This is an optimization exercise on Yosys and OpenROAD, whose aim is small area, not a production implementation. In this exercise RTL edits were held to simulation tests only and were not proved equivalent to the original. In runs 4 to 7 the design's own scripts or RTL, not TritonCTS, make the clock network. The clock input has no modelled driver; a real chip could not lean on it and would need a root buffer or a full tree. No activity file was given, so power comes from the tool's default toggle rates.

[design.v]
module qspi_wrap(
    input               qspi_if_req_vld,
    output              qspi_if_req_rdy,
    input   [3:0]       qspi_if_req_addr,
    input               qspi_if_req_read,
    input   [7:0]       qspi_if_req_dat,
    output              qspi_if_rsp_vld,
    input               qspi_if_rsp_rdy,
    output  [7:0]       qspi_if_rsp_dat,
    output              qspi_if_switch_qspi,
    output              qspi_if_sck,
    output              qspi_if_csn,
    output              qspi_if_dq0_en,
    input               qspi_if_dq0_i,
    output              qspi_if_dq0_o,
    output              qspi_if_dq1_en,
    input               qspi_if_dq1_i,
    output              qspi_if_dq1_o,
    output              qspi_if_dq2_en,
    input               qspi_if_dq2_i,
    output              qspi_if_dq2_o,
    output              qspi_if_dq3_en,
    input               qspi_if_dq3_i,
    output              qspi_if_dq3_o,
    input               clk,
    input               rst_n
);
    reg [7:0]   cfg0;        
    reg [3:0]   div;         
    reg         csn;         
    reg         sw;          
    reg         read_tr;     
    reg         active;      
    reg         sck;
    reg [2:0]   cnt;         
    reg [10:0]  presc;       
    reg [7:0]   buf_dat;     
    reg         buf_we;      
    reg [7:0]   rx;          
    reg         rxv;         
    wire [1:0]  mode    = cfg0[7:6];
    wire        dmy     = cfg0[5];
    wire [1:0]  typ     = cfg0[4:3];
    wire        dux     = cfg0[2];
    wire        pha     = mode[1] ^ mode[0];
    wire        cpol    = mode[1];
    wire        t_sgl   = (typ == 2'b00);
    wire        t_dual  = (typ == 2'b01);
    wire        t_quad  = (typ == 2'b10);
    wire        t_res   = (typ == 2'b11);
    wire [11:0] cy;      
    assign cy[0] = 1'b1;
    genvar g;
    generate
        for (g = 0; g < 11; g = g + 1) begin : g_cy
            assign cy[g+1] = cy[g] & presc[g];
        end
    endgenerate
    reg tick;
    always @(*) begin
        case (div)
            4'd1:    tick = cy[1];
            4'd2:    tick = cy[3];
            4'd3:    tick = cy[4];
            4'd4:    tick = cy[2];
            4'd5:    tick = cy[5];
            4'd6:    tick = cy[6];
            4'd7:    tick = cy[7];
            4'd8:    tick = cy[8];
            4'd9:    tick = cy[9];
            4'd10:   tick = cy[10];
            4'd11:   tick = cy[11];
            default: tick = 1'b1;
        endcase
    end
    wire        e2      = tick & (sck ^ pha);    
    wire        e1      = tick & ~(sck ^ pha);   
    wire        tr      = active & ~dmy;
    wire        dm      = active & dmy;
    wire        last    = t_sgl  & (&cnt)
                        | t_dual & cnt[2] & cnt[1]
                        | t_quad & cnt[2];
    wire        tr_end  = tr & e2 & last;
    wire        dm_end  = dm & e2 & (buf_dat == 8'd0);
    wire        rdy     = ~active | tr_end | dm_end;
    wire        hs_any  = qspi_if_req_vld & rdy;
    wire        hs      = hs_any & (qspi_if_req_addr == 4'd2);
    wire        rd_en   = ~buf_we | (t_sgl & dux);
    always @(posedge clk or negedge rst_n) begin
        if (!rst_n) begin
            cfg0    <= 8'h00;
            div     <= 4'h0;
            csn     <= 1'b1;
            sw      <= 1'b0;
            read_tr <= 1'b0;
        end else begin
            if (hs_any & (qspi_if_req_addr == 4'd0))
                cfg0 <= qspi_if_req_dat;
            if (hs_any & (qspi_if_req_addr == 4'd1)) begin
                div <= qspi_if_req_dat[7:4];
                csn <= qspi_if_req_dat[3];
            end
            if (hs_any & (qspi_if_req_addr == 4'd3))
                sw  <= qspi_if_req_dat[0];
            read_tr <= (hs & qspi_if_req_read) | (read_tr & ~(rxv & qspi_if_rsp_rdy));
        end
    end
    always @(posedge clk or negedge rst_n) begin
        if (!rst_n) begin
            active  <= 1'b0;
            sck     <= 1'b0;
            cnt     <= 3'd0;
        end else begin
            active  <= ~rdy | hs;
            if (rdy)
                sck <= hs ? pha : cpol;
            else if (tick)
                sck <= ~sck;
            if (tr & e2)
                cnt <= cnt + {t_quad, t_dual, t_sgl};
        end
    end
    always @(posedge clk) begin
        presc   <= (active & ~tick) ? presc + 11'd1 : 11'd0;
        if (hs) begin
            buf_dat <= qspi_if_req_dat;
            buf_we  <= ~qspi_if_req_read;
        end else if (dm & e2) begin
            buf_dat <= buf_dat - 8'd1;
        end
        rxv     <= tr & e1 & last & rd_en;
    end
    wire        rx_wr   = tr & e1 & rd_en;
    generate
        for (g = 0; g < 8; g = g + 1) begin : g_rx
            wire [2:0] j = 3'd7 - g;
            wire hit = t_sgl  & (cnt == j)
                     | t_dual & (cnt[2:1] == j[2:1])
                     | t_quad & (cnt[2] == j[2]);
            wire d   = t_sgl  ? qspi_if_dq0_i :
                       t_dual ? (g[0] ? qspi_if_dq1_i : qspi_if_dq0_i) :
                       (g % 4 == 3) ? qspi_if_dq3_i :
                       (g % 4 == 2) ? qspi_if_dq2_i :
                       (g % 4 == 1) ? qspi_if_dq1_i : qspi_if_dq0_i;
            always @(posedge clk)
                if (rx_wr & hit)
                    rx[g] <= d;
        end
    endgenerate
    assign qspi_if_req_rdy      = rdy;
    assign qspi_if_rsp_vld      = ~read_tr | rxv;
    assign qspi_if_rsp_dat      = (qspi_if_req_addr == 4'd0) ? cfg0 :
                                  (qspi_if_req_addr == 4'd1) ? {div, csn, active, 2'b00} :
                                  (qspi_if_req_addr == 4'd2) ? rx : 8'h00;
    assign qspi_if_switch_qspi  = sw;
    assign qspi_if_csn          = csn;
    assign qspi_if_sck          = sck;
    wire [2:0]  i0      = {cnt[2], cnt[1] | typ[1], cnt[0] | typ[1] | typ[0]};
    wire [2:0]  i1      = {cnt[2], cnt[1] | typ[1], 1'b0};
    assign qspi_if_dq0_en       = tr;
    assign qspi_if_dq1_en       = tr & ~t_sgl;
    assign qspi_if_dq2_en       = tr & t_quad;
    assign qspi_if_dq3_en       = tr & t_quad;
    assign qspi_if_dq0_o        = ~t_res & buf_dat[~i0];
    assign qspi_if_dq1_o        = ~t_res & buf_dat[~i1];
    assign qspi_if_dq2_o        = cnt[2] ? buf_dat[2] : buf_dat[6];
    assign qspi_if_dq3_o        = cnt[2] ? buf_dat[3] : buf_dat[7];
endmodule
[run.sh]
#!/bin/bash
# synth_recipe.tcl (not shown) runs the flow's synth.tcl, then flattens the netlist and writes it again
# the make line also repeats each setting of config.mk as NAME=value (left out here)
make -C /OpenROAD-flow-scripts/flow DESIGN_CONFIG=/design/flow/config.mk WORK_HOME=/design/flow/orfs CLKGATE_MAP_FILE= SYNTH_SCRIPT=/design/flow/synth_recipe.tcl finish
[config.mk]
export PLATFORM = sky130hd
export DESIGN_NAME = qspi_wrap
export DESIGN_NICKNAME = qspi_wrap
export VERILOG_FILES = /design/flow/design.v
export SDC_FILE = /design/flow/constraint.sdc
export NUM_CORES = 4
export LEC_CHECK = 0
export CAP_MARGIN = 20
export CORE_MARGIN = 2
export CORE_UTILIZATION = 40
export SLEW_MARGIN = 20
[constraint.sdc]
create_clock -name core_clock -period 10.0 [get_ports {clk}]
set_input_delay 2.0000 -clock core_clock [delete_from_list [all_inputs] [get_ports {clk}]]
set_output_delay 2.0000 -clock core_clock [all_outputs]
set_load 0.01 [all_outputs]
==> results of run 1 <==
-- final cells by class --
| type | instances | area, sq um | area share, % |
|---|---|---|---|
| Multi-Input combinational cell | 200 | 1410 | 42.4 |
| Timing Repair Buffer | 42 | 418 | 12.6 |
| Clock inverter | 3 | 17.5 | 0.527 |
| Clock buffer | 5 | 68.8 | 2.07 |
| Sequential cell | 49 | 1250 | 37.7 |
| Tap cell | 80 | 100 | 3.01 |
| Inverter | 15 | 56.3 | 1.69 |
-- cell families after synthesis --
family	count (synthesis)	share of synthesized area, %
AOI/OAI and AO/OA	43	10.7
xor gates and xnor gates	17	5.36
adders and majority gates	7	3.42
buffers and inverters	26	4.10
DFF	49	45.1
muxes	34	13.4
and+or+nand+nor	99	17.8
-- power by group --
part           internal (uW)  switching (uW)
clock                   48.4            67.4
sequential               256            60.7
combinational            163             175
-- final timing paths --
path,start,end,cells after the start
min,read_tr,read_tr,2
max in group asynchronous,rst_n,sck,1
max reg2reg,cfg0[4],buf_dat[1],9
min in group asynchronous,rst_n,cfg0[4],1
min reg2reg,read_tr,read_tr,2
max,qspi_if_req_addr[1],qspi_if_rsp_dat[6],6
-- state kept, by name, indices dropped and copies added, names as in the netlist --
name / flops
csn: 1
buf_we: 1
div: 4
cnt: 3
read_tr: 1
buf_dat: 8
sck: 1
rx: 8
cfg0: 8
sw: 1
presc: 11
rxv: 1
active: 1
-- cells in the final DEF, fill, tap and decap left out, types with 2 or more instances in the layout --
cell type,Yosys,routed
a21oi_1,5,5
a22oi_1,5,5
a31oi_1,7,7
and3_1,3,3
clkbuf_8,0,5
clkdlybuf4s50_1,0,41
clkinv_2,0,2
dfrtp_1,19,19
dfxtp_1,12,12
edfxtp_1,17,17
ha_1,6,6
inv_1,15,15
mux2_1,20,20
mux2_2,6,6
mux2i_1,8,8
nand2_1,23,23
nand2b_1,7,7
nand3_1,5,5
nand4_1,7,7
nor2_1,30,30
nor2b_1,3,3
nor3_1,8,8
nor3b_2,2,2
nor4_1,3,3
o21ai_0,12,12
o2bb2ai_1,2,2
o31ai_1,3,3
xnor2_1,8,8
xor2_1,9,9
-- layer usage --
layer,track usage [%],vias to the layer above,share of wire (%)
met1,22.9,1029,45
li1,-,1065,-
met3,4.27,8,5.1
met2,30.0,56,49
met5,0,-,0
met4,5.31,0,1.0
-- tightest hold or removal path, delay by kind of cell, from the launching register on --
kind	cells	cell delay (ps)
flip-flops	1	350
AND/OR/NAND/NOR	1	40
AO/OA/AOI/OAI	1	60
-- per-stage QoR --
| stage | instance area (sq um) | util (%) |
|---|---|---|
| global placement | 3240 | 47.9 |
| global route | 3320 | 49.2 |
| finish | 3320 | 49.2 |
| detailed placement | 3240 | 47.9 |
| CTS | 3320 | 49.2 |
| floorplan | 2780 | - |
==> out/qor.csv, run 1 <==
stage;metric;value;unit
critical_path;R2R setup slack;6900;ps
clocking;Clock Tree Root;clkbuf_8;
outcome;status;timing/DRC/antenna clean;
synth;commonest cells in the netlist;nor2_1, nand2_1, mux2_1, dfrtp_1, edfxtp_1;
clocking;Num CTS Buffers;5;
finish;Nets;341;
clocking;setup bufs post-CTS;0;
synth;number of flops mapped to enable cells by yosys;17;
clocking;# clock sinks;49;
global_route;total gr overflow;0;
timing;final worst slack;3660;ps
place;IO Port Bufs;41;
timing;crit path time final;6340;ps
critical_path;critical path's slowest cell;nor3_1;
finish;Post-Layout Cell Count;394;
clocking;post-cts sizing count;0;
clocking;clock-pin slew on the worst setup and hold paths;90;ps
timing;RSZ-0062 raised after global routing;false;
route;post-DR vias/cell;5.48;
worst_hold_path;Hold Path Class;reg -> reg;
route;DRC marker count from the first detailed-route iteration;110;
finish;area grow syn2layout;19.7;%
synth;top post-synthesis cells by area;edfxtp_1, dfrtp_1, dfxtp_1, mux2_1, nor2_1;
floorplanning;Die W;87.3;um
pwr;PwrDens;232;nW/um^2
critical_path;worst path cell trace;clkdlybuf4s50_1 > nor3_1 > and2_0 > nand2_1 > o21ai_0 > clkdlybuf4s50_1;
floorplanning;die footprint;7620;sq um
critical_path;worst path required time;8000;ps
finish;ant diodes;0;
clocking;# hold bufs at CTS;0;
synth;Post-Syn Area;2780;sq um
timing;Final Hold Violating Endpoints;0;
route;Detailed Routing Iterations Pass 1;4;
timing;Hold WS;489;ps
route;WL per Instance;16.1;um
critical_path;WP data arrival;4340;ps
floorplanning;I/O pins;42;
place;GP Congestion;0.780;
floorplanning;Cell Rows;30;
critical_path;Largest stage delay, worst path;710;ps
critical_path;Most Frequent Cell on Critical Path;clkdlybuf4s50_1;
global_route;first-pass GRT wire length;10.3;mm
synth;area share of the largest cell type after synthesis;18.4;%
critical_path;crit start category;input pin;
global_route;GRT Total Usage;17.9;%
finish;layout cells sized above 1;6.05;%
critical_path;Worst setup EP type;output pin;
critical_path;Max FO, Critical Path;9;
global_route;number of global-route vias before repair;2060;
timing;final setup fails;0;
synth;Yosys top cell by area;edfxtp_1;
floorplanning;Die H;87.3;um
global_route;initial antenna violation count;0;
floorplanning;initial cell density of the core;41.1;%
synth;Top FF cell, synth;dfrtp_1;
route;Remaining DRCs;0;
route;vias;2158;
place;Placed Instances;386;
synth;Async SR Flop Fraction;40.8;%
synth;most numerous cell in the Yosys netlist;nor2_1;
pwr;worst vdd ir;0.000132;V
route;DRT Wirelength;6.33;mm
route;Detail Route Antenna Nets;0;
critical_path;Crit Path Category;in -> out;
critical_path;Critical path buffers and inverters;2;
synth;Yosys warning count;1;
clocking;clock tree buffer depth;2;
clocking;worst skew pair latency;300;ps
timing;fin crit share;63.4;%
clocking;CTS tree;done;
critical_path;Worst path top cell family by delay;simple AND/OR/NAND/NOR gates;
synth;post-synth net total;303;
timing;skew final;4.87;ps
synth;Synth Instances;275;
place;DP Wirelength;4.80;mm
run;maxcap violations;0;
timing;Fmax;0.158;GHz
synth;Mean Syn Cell Area;10.1;sq um
timing;Pins Over Slew Limit;0;
pwr;P_leak;0.00129;uW
synth;Synth cell types;48;
global_route;largest net degree at the start of global routing;21;
timing;Slew Limit Headroom;37.2;%
timing;setup_tns;0;ps
pwr;total power;770;uW
floorplanning;core box area;6760;sq um
synth;Yosys reg bits;49;
synth;post-synthesis sequential area ratio;45.1;%
timing;worst-margin pin slew;940;ps
place;dpl ws;3680;ps
finish;fillers;624;
clocking;H-tree levels;2;
==> run 2: changes to the inputs <==
==> flow/run.sh (new file) <==
#!/bin/bash
# Standard synthesis, then an area re-mapping of the combinational logic
# (flip-flops untouched), then the standard layout with small port buffers
# and a small clock tree. Each tool's output goes to a log_*.txt file here.
set -euo pipefail
HERE=$(pwd)
RES=$HERE/orfs/results/$FLOW_PLATFORM/qspi_wrap/base

bash standard.sh synth > log_synth.txt 2>&1

cp $RES/1_2_yosys.v $HERE/std_synth.v
if bash flow/remap.sh $HERE/std_synth.v $HERE/remap.v $HERE/flow/area.abc $HERE/log_remap.txt > log_remap_out.txt 2>&1 \
   && python3 flow/check_regs.py $HERE/std_synth.v $HERE/remap.v > log_check_regs.txt 2>&1; then
  echo "using the re-mapped netlist"
  cp $HERE/remap.v $RES/1_2_yosys.v
  rm -f $RES/1_synth.odb $RES/1_synth.sdc
  touch $RES/1_2_yosys.v
else
  echo "re-mapping failed: keeping the standard netlist"
fi

bash standard.sh \
  BUFFER_PORTS_ARGS="-buffer_cell sky130_fd_sc_hd__buf_1" \
  CTS_ARGS="-sink_clustering_enable -repair_clock_nets -dont_use_dummy_load -buf_list sky130_fd_sc_hd__clkbuf_8" \
  finish > log_layout.txt 2>&1
==> flow/area.abc (new file) <==
strash
dc2
dc2
dch -f
amap
==> flow/check_regs.py (new file) <==
# Check that two netlists hold the same flip-flop instances with the same cell types.
import re, sys
def regs(path):
    txt = open(path).read()
    return sorted(re.findall(r'(sky130_fd_sc_hd__(?:df|edf|sdf|dl)\w*)\s+(\S+)\s*\(', txt))
a, b = regs(sys.argv[1]), regs(sys.argv[2])
print(len(a), "registers in the standard synthesis,", len(b), "after re-mapping")
if a != b:
    print("register mismatch"); sys.exit(1)
==> flow/remap.sh (new file) <==
#!/bin/bash
# Re-map the combinational cells of a synthesised netlist for area, keeping
# every flip-flop instance (name, cell type and connections) as it is.
# usage: remap.sh IN.v OUT.v ABC_SCRIPT LOG
set -euo pipefail
IN=$1; OUT=$2; SCR=$3; LOG=$4
PDK=$FLOW_HOME/platforms/sky130hd
LIB=$PDK/lib/sky130_fd_sc_hd__tt_025C_1v80.lib
YOSYS=${YOSYS_EXE:-$(command -v yosys || echo $FLOW_HOME/../tools/install/yosys/bin/yosys)}
SEQ=$(grep -oE "sky130_fd_sc_hd__[a-z0-9_]+" "$IN" | sort -u | grep -E "__(df|edf|sdf|dl|sdl)" | tr '\n' ' ')
DU=$(sed -n '/DONT_USE_CELLS +=/,/^$/p' $PDK/config.mk | grep -oE "sky130_fd_sc_hd__[a-z0-9_]+" | sed 's/^/-dont_use /' | tr '\n' ' ')
"$YOSYS" -l "$LOG" -p "
read_liberty -ignore_miss_func $LIB
setattr -mod -set keep_hierarchy 1 $SEQ
read_verilog $IN
hierarchy -top $FLOW_TOP
flatten
opt -purge
abc -liberty $LIB $DU -script $SCR
opt_clean -purge
hilomap -singleton -hicell sky130_fd_sc_hd__conb_1 HI -locell sky130_fd_sc_hd__conb_1 LO
insbuf -buf sky130_fd_sc_hd__buf_1 A X
splitnets
opt_clean -purge
select $FLOW_TOP
stat -liberty $LIB
write_verilog -noattr -noexpr -nohex -nodec -selected $OUT
"
==> standard.sh (new file) <==
#!/bin/bash
# synth_recipe.tcl (not shown) runs the flow's synth.tcl, then flattens the netlist and writes it again
# the make line also repeats each setting of config.mk as NAME=value (left out here)
make -C /OpenROAD-flow-scripts/flow DESIGN_CONFIG=/design/flow/config.mk WORK_HOME=/design/flow/orfs CLKGATE_MAP_FILE= SYNTH_SCRIPT=/design/flow/synth_recipe.tcl "${@:-finish}"
removed: run.sh
==> out/qor.csv, run 2 <==
stage;metric;value;unit;change
outcome;status;timing/DRC/antenna clean;;
route;vias;2100;;-2.7%
clocking;post-cts sizing count;0;;unchanged
synth;Mean Syn Cell Area;8.51;sq um;-16%
pwr;sw frac;21.6;%;-18 points
synth;Post-Syn Area;2360;sq um;-15%
clocking;clock-pin slew on the worst setup and hold paths;100;ps;about the same
finish;Top reg by flops;presc;;
timing;Slew Limit Headroom;54.3;%;+17 points
critical_path;Worst setup EP type;output pin;;
timing;final worst slack;4500;ps;+841 ps
finish;ant diodes;0;;unchanged
route;DRT Wirelength;5.80;mm;-8.4%
floorplanning;Die W;80.8;um;-7.5%
floorplanning;Cell Rows;27;;-10%
place;dpl ws;4520;ps;+839 ps
clocking;Num CTS Buffers;5;;unchanged
timing;crit path time final;5500;ps;-841 ps
pwr;combinational power share;3.9;%;-40 points
floorplanning;I/O pins;42;;unchanged
run;maxcap violations;0;;unchanged
critical_path;Crit Path Category;in -> out;;
floorplanning;Die H;80.8;um;-7.5%
timing;Pins Over Slew Limit;0;;unchanged
global_route;total gr overflow;0;;unchanged
synth;Synth Instances;277;;+0.73%
critical_path;Worst path top cell family by delay;simple AND/OR/NAND/NOR gates;;
finish;area grow syn2layout;13.7;%;
finish;commonest cells after routing, fill and taps aside;nor2_1, buf_1, clkinv_1;;
timing;fin crit share;55.0;%;-8.4 points
timing;RSZ-0062 raised after global routing;false;;
route;post-DR vias/cell;5.30;;-3.2%
route;Detail Route Antenna Nets;0;;unchanged
route;WL per Instance;14.6;um;-8.9%
pwr;worst vdd ir;0.0000499;V;-62%
timing;worst-margin pin slew;684;ps;-256 ps
critical_path;worst path cell trace;buf_1 > or2_0 > or2_0 > nor2_1 > clkinv_1 > o221ai_1 > buf_1;;
global_route;number of global-route vias before repair;2024;;-1.7%
clocking;H-tree levels;2;;unchanged
finish;Nets;347;;+1.8%
critical_path;crit start category;input pin;;
global_route;largest net degree at the start of global routing;21;;unchanged
critical_path;Critical path buffers and inverters;3;;+1
timing;final setup fails;0;;unchanged
clocking;# clock sinks;49;;unchanged
clocking;CTS tree;done;;
clocking;worst skew pair latency;310;ps;about the same
finish;layout cells sized above 1;2.47;%;-3.6 points
global_route;GRT Total Usage;19.6;%;+1.7 points
timing;skew final;30.7;ps;+25.8 ps
pwr;PwrDens;122;nW/um^2;-48%
pwr;Net Sw Power;70.5;uW;-77%
finish;Post-Layout Cell Count;396;;+0.51%
synth;post-synth net total;298;;-1.7%
pwr;Int Pwr;256;uW;-45%
place;IO Port Bufs;41;;unchanged
global_route;initial antenna violation count;0;;unchanged
route;Detailed Routing Iterations Pass 1;4;;unchanged
timing;Fmax;0.182;GHz;+15%
worst_hold_path;Hold Path Class;reg -> reg;;
floorplanning;die footprint;6530;sq um;-14%
critical_path;Max FO, Critical Path;6;;-3
pwr;register share of total power;63.2;%;+22 points
place;GP Congestion;0.847;;+8.6%
finish;Largest register FFs;11;;unchanged
route;Remaining DRCs;0;;unchanged
global_route;first-pass GRT wire length;9.85;mm;-4.3%
critical_path;critical path's slowest cell;nor2_1;;
clocking;# hold bufs at CTS;0;;unchanged
critical_path;WP data arrival;3500;ps;-840 ps
clocking;clock tree buffer depth;2;;unchanged
timing;Final Hold Violating Endpoints;0;;unchanged
route;DRC marker count from the first detailed-route iteration;124;;+13%
finish;leading cell type in the layout, fill and taps excluded;nor2_1;;
critical_path;Largest stage delay, worst path;310;ps;-400 ps
floorplanning;core box area;5610;sq um;-17%
floorplanning;initial cell density of the core;42.1;%;+0.96 points
clocking;setup bufs post-CTS;0;;unchanged
critical_path;worst path required time;8000;ps;about the same
place;DP Wirelength;4.53;mm;-5.6%
clocking;Clock Tree Root;clkbuf_8;;
pwr;P_leak;0.000927;uW;-28%
place;Placed Instances;391;;+1.3%
synth;Yosys warning count;1;;unchanged
timing;setup_tns;0;ps;unchanged
pwr;Clk pwr share;32.9;%;+18 points
-- run 2: cell count changes in the layout (fill, tap and decap cells not counted), moves of 13 or more --
cell / before / now
buf_1: 0 / 41
clkdlybuf4s50_1: 41 / 0
clkinv_1: 0 / 38
nor2_1: 30 / 62
mux2_1: 20 / 0
inv_1: 15 / 0
a21oi_1: 5 / 19
o22a_1: 0 / 13
-- run 2: power by group through the flow --
| stage | Sequential [uW] | Clock (uW) | Combinational, uW |
|---|---|---|---|
| global placement | 211 | 0 | 12.5 |
| finish | 206 | 107 | 12.7 |
| global route | 206 | 117 | 14.3 |
| floorplan | 211 | 0 | 4.34 |
| detailed placement | 211 | 0 | 12.7 |
| CTS | 206 | 109 | 12.8 |
-- run 2: worst paths after layout --
| check | start | end | slack, ps | depth (start not counted) |
|---|---|---|---|---|
| worst max register to register | presc[0] | buf_dat[5] | 5450 | 18 |
| worst max-delay path | qspi_if_req_addr[3] | qspi_if_rsp_dat[7] | 4500 | 7 |
| worst min register to register | presc[0] | presc[0] | 480 | 1 |
| min in group asynchronous | rst_n | cfg0[5] | 1640 | 2 |
| worst min-delay path | presc[0] | presc[0] | 480 | 1 |
| max in group asynchronous | rst_n | csn | 8070 | 2 |
-- run 2: metal layers --
metal	vias up	track usage [%]	share of wire, %
met5	-	0	0
met2	60	30.7	45
met3	9	3.78	5.1
met1	967	27.9	48
met4	0	5.25	1.4
li1	1064	-	-
-- run 2: cell type report --
cell class | instances | area, sq um
Timing Repair Buffer | 43 | 169
Multi-Input combinational cell | 189 | 960
Tap cell | 72 | 90.1
Inverter | 38 | 143
Fill cell | 590 | 2930
Sequential cell | 49 | 1250
Clock buffer | 5 | 68.8
-- run 2: per-stage QoR --
step / utilization (%) / instance area [sq um] / hold WS [ps] / total power [uW]
after floorplan: - / 2360 / 426 / 215
after global placement: 46.6 / 2610 / 447 / 223
after detailed placement: 46.6 / 2610 / 456 / 223
after CTS: 47.8 / 2680 / 480 / 328
after global routing: 47.8 / 2680 / 506 / 338
final: 47.8 / 2680 / 475 / 326
==> run 3: changes to the inputs <==
--- a/design.v
+++ b/design.v
@@ -132,19 +132,7 @@
     end
-    wire        rx_wr   = tr & e1 & rd_en;
-    generate
-        for (g = 0; g < 8; g = g + 1) begin : g_rx
-            wire [2:0] j = 3'd7 - g;
-            wire hit = t_sgl  & (cnt == j)
-                     | t_dual & (cnt[2:1] == j[2:1])
-                     | t_quad & (cnt[2] == j[2]);
-            wire d   = t_sgl  ? qspi_if_dq0_i :
-                       t_dual ? (g[0] ? qspi_if_dq1_i : qspi_if_dq0_i) :
-                       (g % 4 == 3) ? qspi_if_dq3_i :
-                       (g % 4 == 2) ? qspi_if_dq2_i :
-                       (g % 4 == 1) ? qspi_if_dq1_i : qspi_if_dq0_i;
-            always @(posedge clk)
-                if (rx_wr & hit)
-                    rx[g] <= d;
-        end
-    endgenerate
+    always @(posedge clk)
+        if (e1)
+            rx <= t_sgl  ? {rx[6:0], qspi_if_dq0_i} :
+                  t_dual ? {rx[5:0], qspi_if_dq1_i, qspi_if_dq0_i} :
+                           {rx[3:0], qspi_if_dq3_i, qspi_if_dq2_i, qspi_if_dq1_i, qspi_if_dq0_i};
     assign qspi_if_req_rdy      = rdy;
--- a/config.mk
+++ b/config.mk
@@ -7,5 +7,6 @@
 export LEC_CHECK = 0
-export CAP_MARGIN = 20
+export CAP_MARGIN = 0
 export CORE_MARGIN = 2
 export CORE_UTILIZATION = 40
-export SLEW_MARGIN = 20
+export GPL_TIMING_DRIVEN = 0
+export SLEW_MARGIN = 0
==> out/qor.csv, run 3 <==
stage;metric;value;unit;change
timing;crit path time final;5390;ps;-113 ps
timing;Pins Over Slew Limit;0;;unchanged
critical_path;crit start category;input pin;;
clocking;worst skew pair latency;300;ps;about the same
pwr;P_leak;0.000901;uW;-2.7%
route;DRT Wirelength;5.61;mm;-3.3%
synth;Mean Syn Cell Area;8.57;sq um;+0.62%
finish;Nets;344;;-0.86%
floorplanning;core box area;5610;sq um;unchanged
finish;Largest register FFs;11;;unchanged
global_route;GRT Total Usage;18.6;%;-1.0 points
clocking;clock tree buffer depth;2;;unchanged
timing;worst-margin pin slew;1230;ps;+546 ps
synth;post-synth net total;296;;-0.67%
floorplanning;Cell Rows;27;;unchanged
route;Remaining DRCs;0;;unchanged
floorplanning;initial cell density of the core;42.0;%;-0.045 points
critical_path;Worst setup EP type;output pin;;
synth;Yosys warning count;1;;unchanged
route;vias;2112;;+0.57%
pwr;PwrDens;122;nW/um^2;+0.28%
run;maxcap violations;0;;unchanged
finish;Finished Core Util;47.6;%;-0.25 points
clocking;Num CTS Buffers;5;;unchanged
timing;Slew Limit Headroom;17.2;%;-37 points
finish;area grow syn2layout;13.3;%;
finish;ant diodes;0;;unchanged
critical_path;Crit Path Category;in -> out;;
floorplanning;die footprint;6520;sq um;about the same
route;Detail Route Antenna Nets;0;;unchanged
global_route;largest net degree at the start of global routing;21;;unchanged
global_route;total gr overflow;0;;unchanged
route;post-DR vias/cell;5.37;;+1.3%
clocking;post-cts sizing count;0;;unchanged
critical_path;Max FO, Critical Path;8;;+2
pwr;worst vdd ir;0.0000749;V;+50%
synth;Synth Instances;275;;-0.72%
route;Detailed Routing Iterations Pass 1;4;;unchanged
route;DRC marker count from the first detailed-route iteration;119;;-4.0%
finish;multi-input logic area;953;sq um;-0.65%
clocking;clock-pin slew on the worst setup and hold paths;80;ps;-20 ps
floorplanning;Die H;80.7;um;about the same
route;WL per Instance;14.3;um;-2.5%
clocking;# hold bufs at CTS;0;;unchanged
global_route;initial antenna violation count;0;;unchanged
clocking;setup bufs post-CTS;0;;unchanged
finish;commonest cells after routing, fill and taps aside;nor2_1, buf_1, clkinv_1;;
place;Placement Cell Area;2600;sq um;-0.53%
clocking;Clock Tree Root;clkbuf_8;;
finish;Top reg by flops;presc;;
timing;fin crit share;53.9;%;-1.1 points
place;GP Congestion;0.800;;-5.5%
global_route;first-pass GRT wire length;9.25;mm;-6.1%
timing;Fmax;0.186;GHz;+2.1%
critical_path;WP data arrival;3390;ps;-110 ps
timing;Final Hold Violating Endpoints;0;;unchanged
timing;setup_tns;0;ps;unchanged
clocking;H-tree levels;2;;unchanged
global_route;number of global-route vias before repair;1926;;-4.8%
place;DP Wirelength;4.29;mm;-5.4%
finish;fillers;579;;-1.9%
timing;skew final;12.0;ps;-18.7 ps
clocking;# clock sinks;49;;unchanged
finish;register area;1250;sq um;unchanged
outcome;status;timing/DRC/antenna clean;;
floorplanning;I/O pins;42;;unchanged
worst_hold_path;Hold Path Class;reg -> reg;;
finish;final instance area;2670;sq um;-0.51%
place;IO Port Bufs;41;;unchanged
clocking;CTS tree;done;;
timing;RSZ-0062 raised after global routing;false;;
finish;layout cells sized above 1;1.87;%;-0.60 points
synth;Post-Syn Area;2360;sq um;-0.11%
floorplanning;Die W;80.7;um;about the same
timing;final setup fails;0;;unchanged
finish;leading cell type in the layout, fill and taps excluded;nor2_1;;
critical_path;worst path required time;8000;ps;about the same
==> run 3: critical path, stage by stage <==
cell      delay (ps)
buf_1             70
nor2_1           130
nand2_1           90
nor2_1           450
clkinv_1         220
o221ai_1         260
buf_1            180
==> run 3: final cells by class <==
class	count	area share [%]
plain buffers	1	0.141
clock buffers	5	2.58
flip-flops and latches	49	46.9
multi-input cells	186	35.7
well taps	72	3.38
inverters	39	5.49
repair buffers	41	5.77
==> run 3: worst paths after layout <==
check | slack (ps) | cells after the start | endpoint | startpoint
min in group asynchronous | 1870 | 1 | cfg0[1] | rst_n
max in group asynchronous | 7450 | 1 | div[0] | rst_n
hold / removal | 480 | 2 | presc[6] | presc[6]
setup reg to reg | 5380 | 15 | buf_dat[5] | presc[0]
hold reg to reg | 480 | 2 | presc[6] | presc[6]
setup / recovery | 4610 | 7 | qspi_if_rsp_dat[3] | qspi_if_req_addr[3]
==> run 3: layer usage <==
metal / routed length [um] / GRT usage, %
met1: 2670 / 26.5
met2: 2570 / 29.2
met3: 283 / 3.44
met4: 83 / 5.08
met5: 0 / 0
==> run 3: through the flow <==
step           setup slack, ps  total power (uW)  hold WS, ps  instances
6_report                  4610               326          477        393
2_1_floorplan             5060               215          434        275
3_5_place_dp              4630               222          458        388
3_3_place_gp              4620               222          451        388
5_1_grt                   4410               339          492        393
4_1_cts                   4630               328          475        393
==> run 3: report_power, final <==
group / internal (uW) / total, uW / switching [uW] / leakage, uW
clock network: 45.3 / 108 / 62.5 / 0.0000359
logic: 3.96 / 11.7 / 7.77 / 0.000420
registers: 206 / 206 / 0 / 0.000445
==> run 4: changes to the inputs <==
--- a/flow/run.sh
+++ b/flow/run.sh
@@ -2,4 +2,5 @@
 # Standard synthesis, then an area re-mapping of the combinational logic
-# (flip-flops untouched), then the standard layout with small port buffers
-# and a small clock tree. Each tool's output goes to a log_*.txt file here.
+# (flip-flops untouched), then the standard layout with small port buffers,
+# with the clock tree replaced by a few clock buffers after CTS.
+# Each tool's output goes to a log_*.txt file here.
 set -euo pipefail
@@ -7,2 +8,6 @@
 RES=$HERE/orfs/results/$FLOW_PLATFORM/qspi_wrap/base
+CLKBUF_CELL=${CLKBUF_CELL:-sky130_fd_sc_hd__clkbuf_16}
+CLKBUF_LEVELS=${CLKBUF_LEVELS:-1}
+KNOBS=(BUFFER_PORTS_ARGS="-buffer_cell sky130_fd_sc_hd__buf_1"
+       CTS_ARGS="-sink_clustering_enable -repair_clock_nets -dont_use_dummy_load")
 
@@ -21,5 +26,14 @@
 
-bash standard.sh \
-  BUFFER_PORTS_ARGS="-buffer_cell sky130_fd_sc_hd__buf_1" \
-  CTS_ARGS="-sink_clustering_enable -repair_clock_nets -dont_use_dummy_load -buf_list sky130_fd_sc_hd__clkbuf_8" \
-  finish > log_layout.txt 2>&1
+bash standard.sh "${KNOBS[@]}" cts > log_to_cts.txt 2>&1
+
+cp $RES/4_cts.odb $HERE/4_cts_orig.odb
+if CTS_ODB=$RES/4_cts.odb CLKBUF_CELL=$CLKBUF_CELL CLKBUF_LEVELS=$CLKBUF_LEVELS CLK_NET=clk \
+     openroad -no_init -exit flow/one_clkbuf.tcl > log_clkbuf.txt 2>&1; then
+  echo "clock tree replaced"
+  touch $RES/4_cts.odb
+else
+  echo "clock tree replacement failed: keeping CTS's tree"
+  cp $HERE/4_cts_orig.odb $RES/4_cts.odb
+fi
+
+bash standard.sh "${KNOBS[@]}" finish > log_layout.txt 2>&1
==> flow/one_clkbuf.tcl (new file) <==
# Replace the clock tree that CTS built by a few clock buffers, each driving
# one group of clock sinks directly (the design has about 50 flip-flops).
# The clock port drives the buffers. Groups come from recursive bisection of
# the sinks' locations, so each buffer serves a compact region.
# Env: CTS_ODB (read and written), CLKBUF_CELL, CLKBUF_LEVELS (groups = 2^levels),
# CLK_NET.
read_db $::env(CTS_ODB)
set block [ord::get_db_block]
set db [ord::get_db]
set master [$db findMaster $::env(CLKBUF_CELL)]
set clk [$block findNet $::env(CLK_NET)]

set bufs {}
set nets {}
foreach inst [$block getInsts] {
  if {[string match "clkbuf_*" [$inst getName]] && [string match "sky130_fd_sc_hd__clkbuf_*" [[$inst getMaster] getName]]} {
    lappend bufs $inst
  }
}
foreach net [$block getNets] {
  if {[string match "clknet_*" [$net getName]]} { lappend nets $net }
}
puts "replacing [llength $bufs] clock buffers and [llength $nets] clock nets"

# sinks: {iterm x y}
set sinks {}
set dummies {}
foreach net [concat $nets [list $clk]] {
  foreach it [$net getITerms] {
    set inst [$it getInst]
    if {[lsearch -exact $bufs $inst] >= 0} continue
    if {[$it isOutputSignal]} continue
    # a dummy load CTS may have added drives nothing: drop it
    set drives 0
    foreach o [$inst getITerms] { if {[$o isOutputSignal] && [$o getNet] ne "NULL"} { set drives 1 } }
    if {!$drives && ![string match "*__df*" [[$inst getMaster] getName]] && ![string match "*__edf*" [[$inst getMaster] getName]]} {
      lappend dummies $inst
      continue
    }
    set b [$inst getBBox]
    lappend sinks [list $it [expr {([$b xMin] + [$b xMax]) / 2}] [expr {([$b yMin] + [$b yMax]) / 2}]]
  }
}
puts "clock sinks: [llength $sinks]"

proc bisect {group levels} {
  if {$levels == 0 || [llength $group] < 2} { return [list $group] }
  set xs [lsort -integer [lmap s $group {lindex $s 1}]]
  set ys [lsort -integer [lmap s $group {lindex $s 2}]]
  set axis [expr {([lindex $xs end] - [lindex $xs 0]) >= ([lindex $ys end] - [lindex $ys 0]) ? 1 : 2}]
  set sorted [lsort -integer -index $axis $group]
  set h [expr {[llength $sorted] / 2}]
  return [concat [bisect [lrange $sorted 0 [expr {$h - 1}]] [expr {$levels - 1}]] \
                 [bisect [lrange $sorted $h end] [expr {$levels - 1}]]]
}
set groups [bisect $sinks $::env(CLKBUF_LEVELS)]

foreach s $sinks { [lindex $s 0] disconnect }
foreach inst $bufs { odb::dbInst_destroy $inst }
foreach inst [lsort -unique $dummies] { odb::dbInst_destroy $inst }
puts "dropped [llength [lsort -unique $dummies]] dummy loads"
foreach net $nets { odb::dbNet_destroy $net }

set i 0
foreach g $groups {
  set leaf [odb::dbNet_create $block clknet_leaf_${i}_clk]
  $leaf setSigType CLOCK
  set buf [odb::dbInst_create $block $master clkbuf_leaf_${i}_clk]
  foreach it [$buf getITerms] {
    set m [[$it getMTerm] getName]
    if {$m eq "A"} { $it connect $clk }
    if {$m eq "X"} { $it connect $leaf }
  }
  set sx 0; set sy 0
  foreach s $g {
    [lindex $s 0] connect $leaf
    set sx [expr {$sx + [lindex $s 1]}]; set sy [expr {$sy + [lindex $s 2]}]
  }
  $buf setLocation [expr {$sx / [llength $g]}] [expr {$sy / [llength $g]}]
  $buf setPlacementStatus PLACED
  puts "buffer $i drives [llength $g] sinks"
  incr i
}
detailed_placement
check_placement
write_db $::env(CTS_ODB)
==> out/qor.csv, run 4 <==
stage;metric;value;unit;change
finish;Top reg by flops;presc;;
timing;crit path time final;5380;ps;-4.48 ps
clocking;setup bufs post-CTS;0;;unchanged
route;post-DR vias/cell;5.42;;+0.77%
timing;Hold WS;479;ps;+2.20 ps
floorplanning;Cell Rows;27;;unchanged
critical_path;Largest stage delay, worst path;440;ps;about the same
finish;Largest register FFs;11;;unchanged
finish;final instance area;2650;sq um;-0.70%
run;maxcap violations;0;;unchanged
route;vias;2112;;unchanged
timing;final setup fails;0;;unchanged
pwr;total power;308;uW;-5.4%
route;Detail Route Antenna Nets;0;;unchanged
finish;area grow syn2layout;12.5;%;
critical_path;critical path's slowest cell;nor2_1;;
finish;leading cell type in the layout, fill and taps excluded;nor2_1;;
route;DRC marker count from the first detailed-route iteration;103;;-13%
timing;fin crit share;53.8;%;about the same
place;dpl ws;4630;ps;unchanged
worst_hold_path;hold path depth;2;;unchanged
timing;Pins Over Slew Limit;0;;unchanged
timing;Fmax;0.186;GHz;about the same
timing;Final Hold Violating Endpoints;0;;unchanged
critical_path;worst path required time;8000;ps;about the same
global_route;largest net degree at the start of global routing;26;;+24%
global_route;total gr overflow;0;;unchanged
finish;layout cells sized above 1;0.943;%;-0.93 points
finish;commonest cells after routing, fill and taps aside;nor2_1, buf_1, clkinv_1;;
timing;final worst slack;4620;ps;+4.48 ps
place;IO Port Bufs;41;;unchanged
global_route;GRT Total Usage;18.2;%;-0.33 points
critical_path;Crit Reg-Reg Endpoint;buf_dat[0];;
route;Remaining DRCs;0;;unchanged
critical_path;R2R depth;15;;unchanged
worst_hold_path;Hold Crit Endpoint;presc[6];;
floorplanning;core box area;5610;sq um;unchanged
critical_path;Worst path top cell family by delay;simple AND/OR/NAND/NOR gates;;
outcome;status;timing/DRC/antenna clean;;
critical_path;Critical path buffers and inverters;3;;unchanged
critical_path;crit start category;input pin;;
global_route;initial antenna violation count;0;;unchanged
worst_hold_path;Hold Path Class;reg -> reg;;
place;DP Wirelength;4.29;mm;unchanged
finish;fillers;583;;+0.69%
floorplanning;I/O pins;42;;unchanged
clocking;clock-pin slew on the worst setup and hold paths;100;ps;+20 ps
floorplanning;die footprint;6520;sq um;unchanged
worst_hold_path;Min-Delay Startpoint;presc[6];;
finish;register area;1250;sq um;unchanged
clocking;# hold bufs at CTS;0;;unchanged
critical_path;Worst setup EP type;output pin;;
critical_path;WP data arrival;3380;ps;about the same
critical_path;Crit Path Category;in -> out;;
critical_path;worst path cell trace;buf_1 > nor2_1 > nand2_1 > nor2_1 > clkinv_1 > o221ai_1 > buf_1;;
timing;skew final;9.52;ps;-2.49 ps
pwr;P_leak;0.000890;uW;-1.3%
critical_path;Max FO, Critical Path;8;;unchanged
pwr;PwrDens;116;nW/um^2;-4.8%
finish;ant diodes;0;;unchanged
synth;Yosys warning count;1;;unchanged
clocking;# clock sinks;49;;unchanged
synth;Synth Instances;275;;unchanged
global_route;first-pass GRT wire length;9.21;mm;-0.38%
floorplanning;initial cell density of the core;42.0;%;unchanged
timing;RSZ-0062 raised after global routing;false;;
finish;Nets;341;;-0.87%
critical_path;origin of the critical flop-to-flop path;presc[0];;
timing;setup_tns;0;ps;unchanged
route;Detailed Routing Iterations Pass 1;4;;unchanged
pwr;worst vdd ir;0.000107;V;+42%
floorplanning;Die H;80.7;um;unchanged
finish;multi-input logic area;953;sq um;unchanged
clocking;post-cts sizing count;0;;unchanged
clocking;worst skew pair latency;160;ps;-140 ps
timing;Slew Limit Headroom;18.1;%;+0.92 points
route;WL per Instance;14.4;um;+0.75%
timing;worst-margin pin slew;1220;ps;-13.7 ps
synth;Post-Syn Area;2360;sq um;unchanged
place;Placement Cell Area;2600;sq um;unchanged
place;GP Congestion;0.800;;unchanged
global_route;number of global-route vias before repair;1950;;+1.2%
synth;post-synth net total;296;;unchanged
synth;Mean Syn Cell Area;8.57;sq um;unchanged
route;DRT Wirelength;5.61;mm;about the same
critical_path;R2R setup slack;5370;ps;about the same
floorplanning;Die W;80.7;um;unchanged
-- run 4: routing by layer --
| layer | track usage (%) | routed length [um] | vias up |
|---|---|---|---|
| li1 | - | - | 1050 |
| met1 | 25.7 | 2590 | 984 |
| met2 | 30.3 | 2620 | 70 |
| met3 | 2.78 | 328 | 8 |
| met4 | 3.39 | 69 | 0 |
| met5 | 0 | 0 | - |
-- run 4: area by class of cell --
class	instances	area share, %
sequential	49	47.3
multi-input combinational	186	36.0
timing repair buffer	41	5.81
inverter	39	5.52
tap	72	3.40
buffer	3	2.03
-- run 4: worst max path at each step --
stage | slack, ps | startpoint | depth (start not counted) | end
final | 4620 | qspi_if_req_addr[3] | 7 | qspi_if_rsp_dat[3]
after global routing | 4410 | qspi_if_req_addr[3] | 7 | qspi_if_rsp_dat[3]
after CTS | 4630 | qspi_if_req_addr[3] | 7 | qspi_if_rsp_dat[3]
after detailed placement | 4630 | qspi_if_req_addr[3] | 7 | qspi_if_rsp_dat[3]
after global placement | 4620 | qspi_if_req_addr[3] | 7 | qspi_if_rsp_dat[3]
after floorplan | 5060 | qspi_if_req_addr[3] | 5 | qspi_if_rsp_dat[3]
-- run 4: power by group --
part           internal [uW]  total, uW  switching, uW
logic                   3.96       11.8           7.83
registers                206        206              0
clock network           36.9       90.0           53.1
-- run 4: through the flow --
step	util, %	instances
2_1_floorplan	-	275
3_3_place_gp	46.4	388
3_5_place_dp	46.4	388
4_1_cts	47.6	393
5_1_grt	47.3	390
6_report	47.3	390
-- run 4: worst register-to-register path, stage by stage (launching register included) --
cell	delay, ps
dfxtp_1	400
and3_1	250
and3_1	230
nand2_1	110
nor2_1	180
and2_0	240
nand2_1	130
nor2_1	100
a21oi_1	50
a21oi_1	300
nor2_1	130
nor2_1	260
nand2_1	190
nor2_1	540
clkinv_1	540
o21ai_0	620
==> run 5: changes to the inputs <==
--- a/flow/run.sh
+++ b/flow/run.sh
@@ -16,3 +16,3 @@
 cp $RES/1_2_yosys.v $HERE/std_synth.v
-if bash flow/remap.sh $HERE/std_synth.v $HERE/remap.v $HERE/flow/area.abc $HERE/log_remap.txt > log_remap_out.txt 2>&1 \
+if bash flow/remap.sh $HERE/std_synth.v $HERE/remap.v $HERE/log_remap $HERE/flow/*.abc > log_remap.txt 2>&1 \
    && python3 flow/check_regs.py $HERE/std_synth.v $HERE/remap.v > log_check_regs.txt 2>&1; then
==> flow/abc1.abc (new file) <==
strash
dc2
dc2
dch -f
amap
==> flow/abc2.abc (new file) <==
strash
dc2
dch -f
amap -m -F 2 -A 8
==> flow/abc_ds1.abc (new file) <==
strash
&get -n
&deepsyn -T 30 -S 1
&put
dch -f
amap
==> flow/abc_ds2.abc (new file) <==
strash
&get -n
&deepsyn -T 30 -S 2
&put
dch -f
amap
==> flow/abc_ds3.abc (new file) <==
strash
&get -n
&deepsyn -T 30 -S 3
&put
dch -f
amap
--- a/flow/remap.sh
+++ b/flow/remap.sh
@@ -3,5 +3,6 @@
 # every flip-flop instance (name, cell type and connections) as it is.
-# usage: remap.sh IN.v OUT.v ABC_SCRIPT LOG
-set -euo pipefail
-IN=$1; OUT=$2; SCR=$3; LOG=$4
+# Tries each ABC script given and keeps the smallest result.
+# usage: remap.sh IN.v OUT.v LOGDIR SCRIPT...
+set -uo pipefail
+IN=$1; OUT=$2; LOGD=$3; shift 3
 PDK=$FLOW_HOME/platforms/sky130hd
@@ -11,3 +12,6 @@
 DU=$(sed -n '/DONT_USE_CELLS +=/,/^$/p' $PDK/config.mk | grep -oE "sky130_fd_sc_hd__[a-z0-9_]+" | sed 's/^/-dont_use /' | tr '\n' ' ')
-"$YOSYS" -l "$LOG" -p "
+mkdir -p $LOGD
+for SCR in "$@"; do
+  N=$(basename $SCR .abc)
+  "$YOSYS" -l "$LOGD/remap_$N.log" -p "
 read_liberty -ignore_miss_func $LIB
@@ -25,4 +29,17 @@
 select $FLOW_TOP
-stat -liberty $LIB
-write_verilog -noattr -noexpr -nohex -nodec -selected $OUT
-"
+tee -o $LOGD/remap_$N.stat stat -liberty $LIB
+write_verilog -noattr -noexpr -nohex -nodec -selected $LOGD/remap_$N.v
+" > /dev/null 2>&1 &
+done
+wait
+BEST=""; BA=""
+for SCR in "$@"; do
+  N=$(basename $SCR .abc)
+  A=$(grep "Chip area" $LOGD/remap_$N.stat 2>/dev/null | awk '{print $NF}')
+  [[ -n "$A" && -s $LOGD/remap_$N.v ]] || { echo "$N: failed"; continue; }
+  echo "$N: $A"
+  if [[ -z "$BA" ]] || python3 -c "import sys; sys.exit(0 if $A < $BA else 1)"; then BEST=$N; BA=$A; fi
+done
+[[ -n "$BEST" ]] || exit 1
+echo "best: $BEST ($BA)"
+cp $LOGD/remap_$BEST.v $OUT
removed: flow/area.abc
==> out/qor.csv, run 5 <==
stage;metric;value;unit;change
place;IO Port Bufs;41;;unchanged
timing;Slew Limit Headroom;19.3;%;+1.2 points
timing;Fmax;0.187;GHz;+0.52%
finish;Nets;334;;-2.1%
finish;area grow syn2layout;12.6;%;
timing;worst-margin pin slew;1200;ps;-18.3 ps
synth;Synth Instances;268;;-2.5%
critical_path;Worst path top cell family by delay;simple AND/OR/NAND/NOR gates;;
critical_path;worst path required time;8000;ps;about the same
route;Detail Route Antenna Nets;0;;unchanged
finish;Top reg by flops;presc;;
floorplanning;Die H;80.2;um;-0.63%
critical_path;Crit Path Category;in -> out;;
route;Remaining DRCs;0;;unchanged
run;maxcap violations;0;;unchanged
critical_path;CP Launch Point;qspi_if_req_addr[3];;
finish;Largest register FFs;11;;unchanged
clocking;# clock sinks;49;;unchanged
global_route;initial antenna violation count;0;;unchanged
route;WL per Instance;14.7;um;+2.1%
timing;crit path time final;5360;ps;-27.8 ps
finish;commonest cells after routing, fill and taps aside;clkinv_1, nor2_1, buf_1;;
route;DRC marker count from the first detailed-route iteration;107;;+3.9%
timing;final setup fails;0;;unchanged
route;post-DR vias/cell;5.22;;-3.7%
clocking;setup bufs post-CTS;0;;unchanged
timing;skew final;5.19;ps;-4.33 ps
clocking;post-cts sizing count;0;;unchanged
worst_hold_path;Hold Path Class;reg -> reg;;
pwr;P_leak;0.000871;uW;-2.1%
place;DP Wirelength;4.36;mm;+1.8%
timing;Pins Over Slew Limit;0;;unchanged
finish;leading cell type in the layout, fill and taps excluded;clkinv_1;;
floorplanning;core box area;5570;sq um;-0.60%
timing;Final Hold Violating Endpoints;0;;unchanged
route;DRT Wirelength;5.62;mm;+0.25%
critical_path;Max FO, Critical Path;7;;-1
route;Detailed Routing Iterations Pass 1;6;;+2
timing;fin crit share;53.6;%;-0.28 points
global_route;total gr overflow;0;;unchanged
global_route;number of global-route vias before repair;1873;;-3.9%
finish;Finished Core Util;47.0;%;-0.27 points
synth;Yosys warning count;1;;unchanged
pwr;worst vdd ir;0.0000807;V;-24%
global_route;largest net degree at the start of global routing;26;;unchanged
critical_path;critical path's slowest cell;nor2_1;;
synth;post-synth net total;289;;-2.4%
synth;Mean Syn Cell Area;8.67;sq um;+1.2%
outcome;status;timing/DRC/antenna clean;;
clocking;clock-pin slew on the worst setup and hold paths;100;ps;about the same
global_route;GRT Total Usage;18.7;%;+0.42 points
critical_path;Worst setup EP type;output pin;;
finish;ant diodes;0;;unchanged
floorplanning;Die W;80.2;um;-0.63%
critical_path;crit start category;input pin;;
critical_path;Critical path buffers and inverters;3;;unchanged
finish;layout cells sized above 1;0.965;%;+0.021 points
synth;Post-Syn Area;2320;sq um;-1.3%
critical_path;worst path cell trace;buf_1 > nor2_1 > nand2b_1 > nor2_1 > clkinv_1 > o21ai_0 > buf_1;;
clocking;worst skew pair latency;160;ps;about the same
critical_path;origin of the critical flop-to-flop path;buf_dat[0];;
place;GP Congestion;0.761;;-4.9%
critical_path;WP data arrival;3360;ps;-20 ps
floorplanning;Cell Rows;27;;unchanged
floorplanning;initial cell density of the core;41.7;%;-0.31 points
pwr;PwrDens;118;nW/um^2;+1.5%
timing;RSZ-0062 raised after global routing;false;;
route;vias;1998;;-5.4%
worst_hold_path;Min-Delay Startpoint;presc[0];;
clocking;# hold bufs at CTS;0;;unchanged
floorplanning;I/O pins;42;;unchanged
floorplanning;die footprint;6440;sq um;-1.3%
timing;setup_tns;0;ps;unchanged
critical_path;Largest stage delay, worst path;390;ps;-50 ps
global_route;first-pass GRT wire length;9.37;mm;+1.7%
==> run 5: changes by cell type in the layout (fill, tap and decap cells not counted), moves of 4 or more <==
cell and change:
nor2_1 -13, o22ai_1 +17, a211oi_1 -4, nand2_1 -8, a21oi_1 -4, o22a_1 -6, clkinv_1 +9
==> run 5: routing by layer <==
metal | global-route usage, % | wire length [um]
met5 | 0 | 0
met3 | 2.13 | 198
met1 | 27.9 | 2840
met4 | 4.92 | 110
met2 | 28.7 | 2470
==> run 5: power breakdown <==
part	leakage (uW)	total [uW]	internal, uW	switching [uW]
registers	0.000451	206	206	0
logic	0.000396	13.3	4.34	8.98
clock network	0.0000246	89.5	36.9	52.6
total	0.000871	309	247	61.6
==> run 5: stage by stage <==
| step | hold WS [ps] | total power, uW | setup WS [ps] | cells | area [sq um] |
|---|---|---|---|---|---|
| floorplan | 430 | 216 | 5040 | 268 | 2320 |
| global placement | 448 | 224 | 4650 | 381 | 2570 |
| detailed placement | 461 | 224 | 4630 | 381 | 2570 |
| CTS | 483 | 329 | 4620 | 386 | 2640 |
| global route | 502 | 319 | 4340 | 383 | 2620 |
| finish | 478 | 309 | 4640 | 383 | 2620 |
==> run 5: path summary, 6_finish.rpt <==
path                                            to  slack (ps)  cells after the start
worst max-delay path            qspi_if_rsp_dat[3]        4640                      7
worst min-delay path                      presc[0]         480                      1
worst max register to register          buf_dat[7]        5250                     19
worst min register to register            presc[0]         480                      1
max in group asynchronous                   div[3]        7310                      1
min in group asynchronous                  read_tr        2020                      1
==> run 5: layout make-up <==
type                            count  area, sq um
Timing Repair Buffer               41          154
Buffer                              3         53.8
Fill cell                         567         2960
Sequential cell                    49         1250
Tap cell                           72         90.1
Inverter                           48          180
Multi-Input combinational cell    170          888
==> run 5: worst reg2reg max path: stages, from the launching register on <==
cell and delay (ps):
edfxtp_1 470, nor2_1 160, clkinv_1 100, nor2_1 140
clkinv_1 100, nor2_1 140, clkinv_1 100, nor2_1 140
clkinv_1 100, nor2_1 130, clkinv_1 100, nor2_1 160
nand2_1 90, a21oi_1 150, nor2_1 80, nor2_1 180
nand2_1 190, nor2_1 690, clkinv_1 540, o21ai_0 610
==> run 6: changes to the inputs <==
--- a/design.v
+++ b/design.v
@@ -36,5 +36,5 @@
     reg [10:0]  presc;       
-    reg [7:0]   buf_dat;     
+    reg [7:0]   sr;          
+    reg [3:0]   txh;         
     reg         buf_we;      
-    reg [7:0]   rx;          
     reg         rxv;         
@@ -83,3 +83,3 @@
     wire        tr_end  = tr & e2 & last;
-    wire        dm_end  = dm & e2 & (buf_dat == 8'd0);
+    wire        dm_end  = dm & e2 & (sr == 8'd0);
     wire        rdy     = ~active | tr_end | dm_end;
@@ -125,14 +125,15 @@
         if (hs) begin
-            buf_dat <= qspi_if_req_dat;
+            sr      <= qspi_if_req_dat;
             buf_we  <= ~qspi_if_req_read;
         end else if (dm & e2) begin
-            buf_dat <= buf_dat - 8'd1;
+            sr      <= sr - 8'd1;
+        end else if (tr & e1) begin
+            sr      <= t_sgl  ? {sr[6:0], qspi_if_dq0_i} :
+                       t_dual ? {sr[5:0], qspi_if_dq1_i, qspi_if_dq0_i} :
+                                {sr[3:0], qspi_if_dq3_i, qspi_if_dq2_i, qspi_if_dq1_i, qspi_if_dq0_i};
         end
+        if (e1)
+            txh     <= sr[7:4];
         rxv     <= tr & e1 & last & rd_en;
     end
-    always @(posedge clk)
-        if (e1)
-            rx <= t_sgl  ? {rx[6:0], qspi_if_dq0_i} :
-                  t_dual ? {rx[5:0], qspi_if_dq1_i, qspi_if_dq0_i} :
-                           {rx[3:0], qspi_if_dq3_i, qspi_if_dq2_i, qspi_if_dq1_i, qspi_if_dq0_i};
     assign qspi_if_req_rdy      = rdy;
@@ -141,3 +142,3 @@
                                   (qspi_if_req_addr == 4'd1) ? {div, csn, active, 2'b00} :
-                                  (qspi_if_req_addr == 4'd2) ? rx : 8'h00;
+                                  (qspi_if_req_addr == 4'd2) ? sr : 8'h00;
     assign qspi_if_switch_qspi  = sw;
@@ -145,4 +146,3 @@
     assign qspi_if_sck          = sck;
-    wire [2:0]  i0      = {cnt[2], cnt[1] | typ[1], cnt[0] | typ[1] | typ[0]};
-    wire [2:0]  i1      = {cnt[2], cnt[1] | typ[1], 1'b0};
+    wire [3:0]  txv     = (sck ^ pha) ? txh : sr[7:4];
     assign qspi_if_dq0_en       = tr;
@@ -151,6 +151,6 @@
     assign qspi_if_dq3_en       = tr & t_quad;
-    assign qspi_if_dq0_o        = ~t_res & buf_dat[~i0];
-    assign qspi_if_dq1_o        = ~t_res & buf_dat[~i1];
-    assign qspi_if_dq2_o        = cnt[2] ? buf_dat[2] : buf_dat[6];
-    assign qspi_if_dq3_o        = cnt[2] ? buf_dat[3] : buf_dat[7];
+    assign qspi_if_dq0_o        = t_sgl ? txv[3] : t_dual ? txv[2] : t_quad & txv[0];
+    assign qspi_if_dq1_o        = t_dual ? txv[3] : t_quad & txv[1];
+    assign qspi_if_dq2_o        = txv[2];
+    assign qspi_if_dq3_o        = txv[3];
 endmodule
==> out/qor.csv, run 6 <==
stage;metric;value;unit;change
outcome;status;timing/DRC/antenna clean;;
route;Remaining DRCs;0;;unchanged
critical_path;R2R setup slack;4430;ps;-820 ps
timing;Hold WS;470;ps;-7.57 ps
finish;largest registers;presc (11), cfg0 (8), sr (8);;
finish;ant diodes;0;;unchanged
clocking;# clock sinks;45;;-8.2%
critical_path;Critical path buffers and inverters;6;;+3
synth;post-synth net total;292;;+1.0%
floorplanning;Die W;78.9;um;-1.7%
timing;final worst slack;4430;ps;-211 ps
finish;commonest cells after routing, fill and taps aside;nor2_1, clkinv_1, buf_1;;
critical_path;worst path required time;9890;ps;+1890 ps
synth;Mean Syn Cell Area;8.28;sq um;-4.6%
floorplanning;core box area;5470;sq um;-1.8%
floorplanning;die footprint;6220;sq um;-3.3%
synth;Synth Instances;271;;+1.1%
floorplanning;I/O pins;42;;unchanged
place;Placement Cell Area;2490;sq um;-3.2%
clocking;# hold bufs at CTS;0;;unchanged
route;post-DR vias/cell;5.23;;+0.32%
global_route;GRT Total Usage;18.6;%;-0.068 points
finish;Nets;337;;+0.90%
global_route;total gr overflow;0;;unchanged
pwr;worst vdd ir;0.0000754;V;-6.5%
critical_path;crit start category;flip-flop;;
route;Detail Route Antenna Nets;0;;unchanged
timing;RSZ-0062 raised after global routing;false;;
route;DRC marker count from the first detailed-route iteration;117;;+9.3%
timing;Final Hold Violating Endpoints;0;;unchanged
critical_path;Crit Path Category;reg -> reg;;
global_route;largest net degree at the start of global routing;24;;-7.7%
global_route;initial antenna violation count;0;;unchanged
floorplanning;initial cell density of the core;41.0;%;-0.71 points
place;DP Wirelength;4.32;mm;-0.91%
timing;Fmax;0.180;GHz;-3.8%
timing;Slew Limit Headroom;16.2;%;-3.1 points
critical_path;WP data arrival;5460;ps;+2100 ps
timing;final setup fails;0;;unchanged
route;WL per Instance;14.2;um;-3.2%
timing;worst-margin pin slew;1240;ps;+43.7 ps
clocking;worst skew pair latency;160;ps;about the same
critical_path;Max FO, Critical Path;8;;+1
critical_path;Worst path top cell family by delay;compound AO/OA/AOI/OAI gates;;
timing;setup_tns;0;ps;unchanged
timing;crit path time final;5570;ps;+211 ps
finish;layout cells sized above 1;0.955;%;-0.0092 points
timing;Pins Over Slew Limit;0;;unchanged
global_route;first-pass GRT wire length;8.96;mm;-4.3%
synth;Post-Syn Area;2240;sq um;-3.5%
finish;final instance area;2540;sq um;-3.1%
critical_path;Largest stage delay, worst path;1030;ps;+640 ps
critical_path;Worst setup EP type;flip-flop;;
route;DRT Wirelength;5.49;mm;-2.4%
place;IO Port Bufs;41;;unchanged
floorplanning;Die H;78.9;um;-1.7%
finish;leading cell type in the layout, fill and taps excluded;nor2_1;;
global_route;number of global-route vias before repair;1755;;-6.3%
pwr;PwrDens;112;nW/um^2;-5.0%
place;dpl ws;4610;ps;-19.4 ps
synth;Yosys warning count;1;;unchanged
critical_path;critical path's slowest cell;o311ai_0;;
run;maxcap violations;0;;unchanged
finish;Finished Core Util;46.4;%;-0.62 points
clocking;clock-pin slew on the worst setup and hold paths;90;ps;about the same
finish;Largest register FFs;11;;unchanged
clocking;post-cts sizing count;0;;unchanged
timing;skew final;5.82;ps;+0.628 ps
floorplanning;Cell Rows;27;;unchanged
finish;area grow syn2layout;13.1;%;
place;GP Congestion;0.811;;+6.7%
critical_path;worst path cell trace;nand2_1 > clkinv_1 > nand2_1 > nor2_1 > nand2_1 > clkinv_1 > nand2_1 > clkinv_1 > nand2_1 > clkinv_1 > nand2_1 > o21ai_0 > nand3_1 > o311ai_0 > clkinv_1 > nor2_1 > clkinv_1 > nand2_1 > nor2_1 > a221oi_1 > o221ai_1;;
worst_hold_path;Hold Path Class;reg -> reg;;
route;Detailed Routing Iterations Pass 1;4;;-2
clocking;setup bufs post-CTS;0;;unchanged
critical_path;Most Frequent Cell on Critical Path;nand2_1;;
route;vias;2020;;+1.1%
pwr;P_leak;0.000865;uW;-0.75%
timing;fin crit share;55.7;%;+2.1 points
finish;Top reg by flops;presc;;
## run 6: per-layer routing
metal | up-vias | track usage, % | share of wire (%) | routed length (um)
li1 | 1043 | - | - | -
met1 | 917 | 28.5 | 50 | 2740
met2 | 58 | 28.0 | 43 | 2390
met3 | 2 | 2.39 | 5.9 | 321
met4 | 0 | 4.31 | 0.66 | 36
met5 | - | 0 | 0 | 0
## run 6: report_power, final
part,total (uW),leakage (uW),switching [uW],internal (uW)
Combinational,12.3,0.000413,8.07,4.24
Sequential,188,0.000428,0.0186,188
Clock,84.1,0.0000246,47.4,36.7
Total,284,0.000865,55.5,229
## run 6: final timing paths
check,startpoint,to,cells past startpoint
hold reg to reg,presc[0],presc[0],1
setup / recovery,presc[0],sr[5],21
hold / removal,presc[0],presc[0],1
setup reg to reg,presc[0],sr[5],21
max in group asynchronous,rst_n,cfg0[0],1
min in group asynchronous,rst_n,read_tr,1
## run 6: cell type report
| type | instances | area (sq um) |
|---|---|---|
| tap | 72 | 90.1 |
| inverter | 45 | 169 |
| buffer | 3 | 53.8 |
| timing repair buffer | 41 | 154 |
| multi-input combinational | 180 | 938 |
| sequential | 45 | 1130 |
| fill | 561 | 2940 |
## run 6: through the flow
| step | cells | total power [uW] |
|---|---|---|
| 2_1_floorplan | 271 | 196 |
| 4_1_cts | 389 | 306 |
| 5_1_grt | 386 | 294 |
| 3_3_place_gp | 384 | 204 |
| 3_5_place_dp | 384 | 204 |
| 6_report | 386 | 284 |
==> run 7: changes to the inputs <==
--- a/design.v
+++ b/design.v
@@ -88,2 +88,3 @@
     wire        rd_en   = ~buf_we | (t_sgl & dux);
+    wire [3:0]  txv     = (sck ^ pha) ? txh : sr[7:4];
     always @(posedge clk or negedge rst_n) begin
@@ -134,4 +135,3 @@
         end
-        if (e1)
-            txh     <= sr[7:4];
+        txh     <= txv;
         rxv     <= tr & e1 & last & rd_en;
@@ -146,3 +146,2 @@
     assign qspi_if_sck          = sck;
-    wire [3:0]  txv     = (sck ^ pha) ? txh : sr[7:4];
     assign qspi_if_dq0_en       = tr;
==> out/qor.csv, run 7 <==
stage;metric;value;unit;change
outcome;status;timing/DRC/antenna clean;;
place;GP Congestion;0.852;;+5.0%
timing;Slew Limit Headroom;22.0;%;+5.8 points
global_route;largest net degree at the start of global routing;24;;unchanged
timing;Fmax;0.189;GHz;+5.0%
global_route;total gr overflow;0;;unchanged
pwr;PwrDens;113;nW/um^2;+0.62%
pwr;P_leak;0.000857;uW;-0.91%
critical_path;worst path cell trace;and2_0 > nand2_1 > clkinv_1 > and3_1 > nand2_1 > clkinv_1 > and3_1 > a222oi_1 > nor2_1 > clkinv_1 > nor2_1 > a311oi_1 > clkinv_1 > buf_1;;
critical_path;worst path required time;8000;ps;-1890 ps
critical_path;stages on the worst setup path;14;;-33%
timing;skew final;7.33;ps;+1.52 ps
floorplanning;Die H;78.2;um;-0.91%
pwr;sw frac;19.8;%;+0.26 points
timing;RSZ-0062 raised after global routing;false;;
pwr;combinational power share;3.9;%;-0.4 points
route;post-DR vias/cell;5.19;;-0.84%
timing;final setup fails;0;;unchanged
floorplanning;initial cell density of the core;40.7;%;-0.27 points
floorplanning;Die W;78.2;um;-0.91%
finish;commonest cells after routing, fill and taps aside;nor2_1, clkinv_1, buf_1;;
timing;crit path time final;5300;ps;-263 ps
timing;worst-margin pin slew;1170;ps;-71.1 ps
floorplanning;I/O pins;42;;unchanged
finish;multi-input logic area;928;sq um;-1.1%
route;Detail Route Antenna Nets;0;;unchanged
timing;Final Hold Violating Endpoints;0;;unchanged
floorplanning;core box area;5410;sq um;-1.2%
clocking;worst skew pair latency;160;ps;about the same
finish;ant diodes;0;;unchanged
global_route;number of global-route vias before repair;1924;;+9.6%
global_route;first-pass GRT wire length;9.14;mm;+2.0%
route;Detailed Routing Iterations Pass 1;4;;unchanged
synth;Mean Syn Cell Area;8.12;sq um;-1.9%
finish;fillers;584;;+4.1%
route;DRT Wirelength;5.42;mm;-1.1%
place;dpl ws;4670;ps;+61.9 ps
global_route;initial antenna violation count;0;;unchanged
clocking;setup bufs post-CTS;0;;unchanged
finish;layout cells sized above 1;0.955;%;unchanged
timing;setup_tns;0;ps;unchanged
synth;Synth Instances;271;;unchanged
finish;area grow syn2layout;13.4;%;
critical_path;Largest stage delay, worst path;640;ps;-390 ps
pwr;Int Pwr;226;uW;-1.4%
route;WL per Instance;14.0;um;-1.1%
critical_path;Worst setup EP type;output pin;;
global_route;GRT Total Usage;19.0;%;+0.41 points
critical_path;critical path's slowest cell;a222oi_1;;
pwr;worst vdd ir;0.0000768;V;+1.8%
timing;Pins Over Slew Limit;0;;unchanged
route;DRC marker count from the first detailed-route iteration;185;;+58%
critical_path;Most Frequent Cell on Critical Path;clkinv_1;;
finish;Nets;337;;unchanged
worst_hold_path;Hold Path Class;reg -> reg;;
finish;largest registers;presc (11), cfg0 (8), sr (8);;
critical_path;Critical path buffers and inverters;5;;-1
run;maxcap violations;0;;unchanged
finish;Largest register FFs;11;;unchanged
place;DP Wirelength;4.37;mm;+0.96%
critical_path;Crit Path Category;reg -> out;;
floorplanning;die footprint;6110;sq um;-1.8%
clocking;clock-pin slew on the worst setup and hold paths;90;ps;about the same
floorplanning;Cell Rows;27;;unchanged
pwr;Net Sw Power;55.6;uW;+0.24%
timing;final worst slack;4700;ps;+263 ps
critical_path;R2R depth;16;;-24%
timing;fin crit share;53.0;%;-2.6 points
place;IO Port Bufs;41;;unchanged
critical_path;Worst path top cell family by delay;simple AND/OR/NAND/NOR gates;;
finish;leading cell type in the layout, fill and taps excluded;nor2_1;;
## run 7: power by group through the flow
stage / registers (uW) / logic, uW / clock network [uW]
finish: 185 / 11.0 / 84.9
global route: 185 / 12.5 / 94.4
CTS: 185 / 11.3 / 105
detailed placement: 189 / 11.3 / 0
global placement: 189 / 11.3 / 0
floorplan: 189 / 3.71 / 0
## run 7: stage by stage
step | hold WS (ps) | total power, uW | area, sq um | std cells | utilization [%]
2_1_floorplan | 422 | 193 | 2200 | 271 | -
3_3_place_gp | 440 | 201 | 2440 | 384 | 45.2
3_5_place_dp | 445 | 201 | 2440 | 384 | 45.2
4_1_cts | 467 | 302 | 2510 | 389 | 46.5
5_1_grt | 511 | 292 | 2490 | 386 | 46.2
6_report | 461 | 281 | 2490 | 386 | 46.2
## run 7: path summary, 6_finish.rpt
path / startpoint / end / slack, ps
max: presc[0] / qspi_if_req_rdy / 4700
min: presc[0] / presc[0] / 460
max reg2reg: presc[0] / sr[7] / 5430
min reg2reg: presc[0] / presc[0] / 460
max in group asynchronous: rst_n / cfg0[7] / 7250
min in group asynchronous: rst_n / cnt[2] / 2050
## run 7: area by class of cell
| class | count | area share (%) |
|---|---|---|
| Buffer | 3 | 2.16 |
| Inverter | 47 | 7.07 |
| Timing Repair Buffer | 41 | 6.17 |
| Sequential cell | 45 | 43.8 |
| Multi-Input combinational cell | 178 | 37.2 |
| Tap cell | 72 | 3.61 |
## run 7: layer usage
| metal | vias up | part of all wire, % | GRT usage, % |
|---|---|---|---|
| li1 | 1038 | - | - |
| met1 | 934 | 47 | 25.3 |
| met3 | 2 | 2.5 | 2.18 |
| met2 | 29 | 50 | 33.2 |
| met4 | 0 | 0.66 | 4.56 |
| met5 | - | 0 | 0 |

Setup slack of run 7, layout unchanged: 4.695 ns with ideal ports, 4.647 ns with driving cells assumed (clock clkbuf_16, inputs buf_2), 4.704 ns with port delays also shifted by the 0.204 ns mid clock arrival.
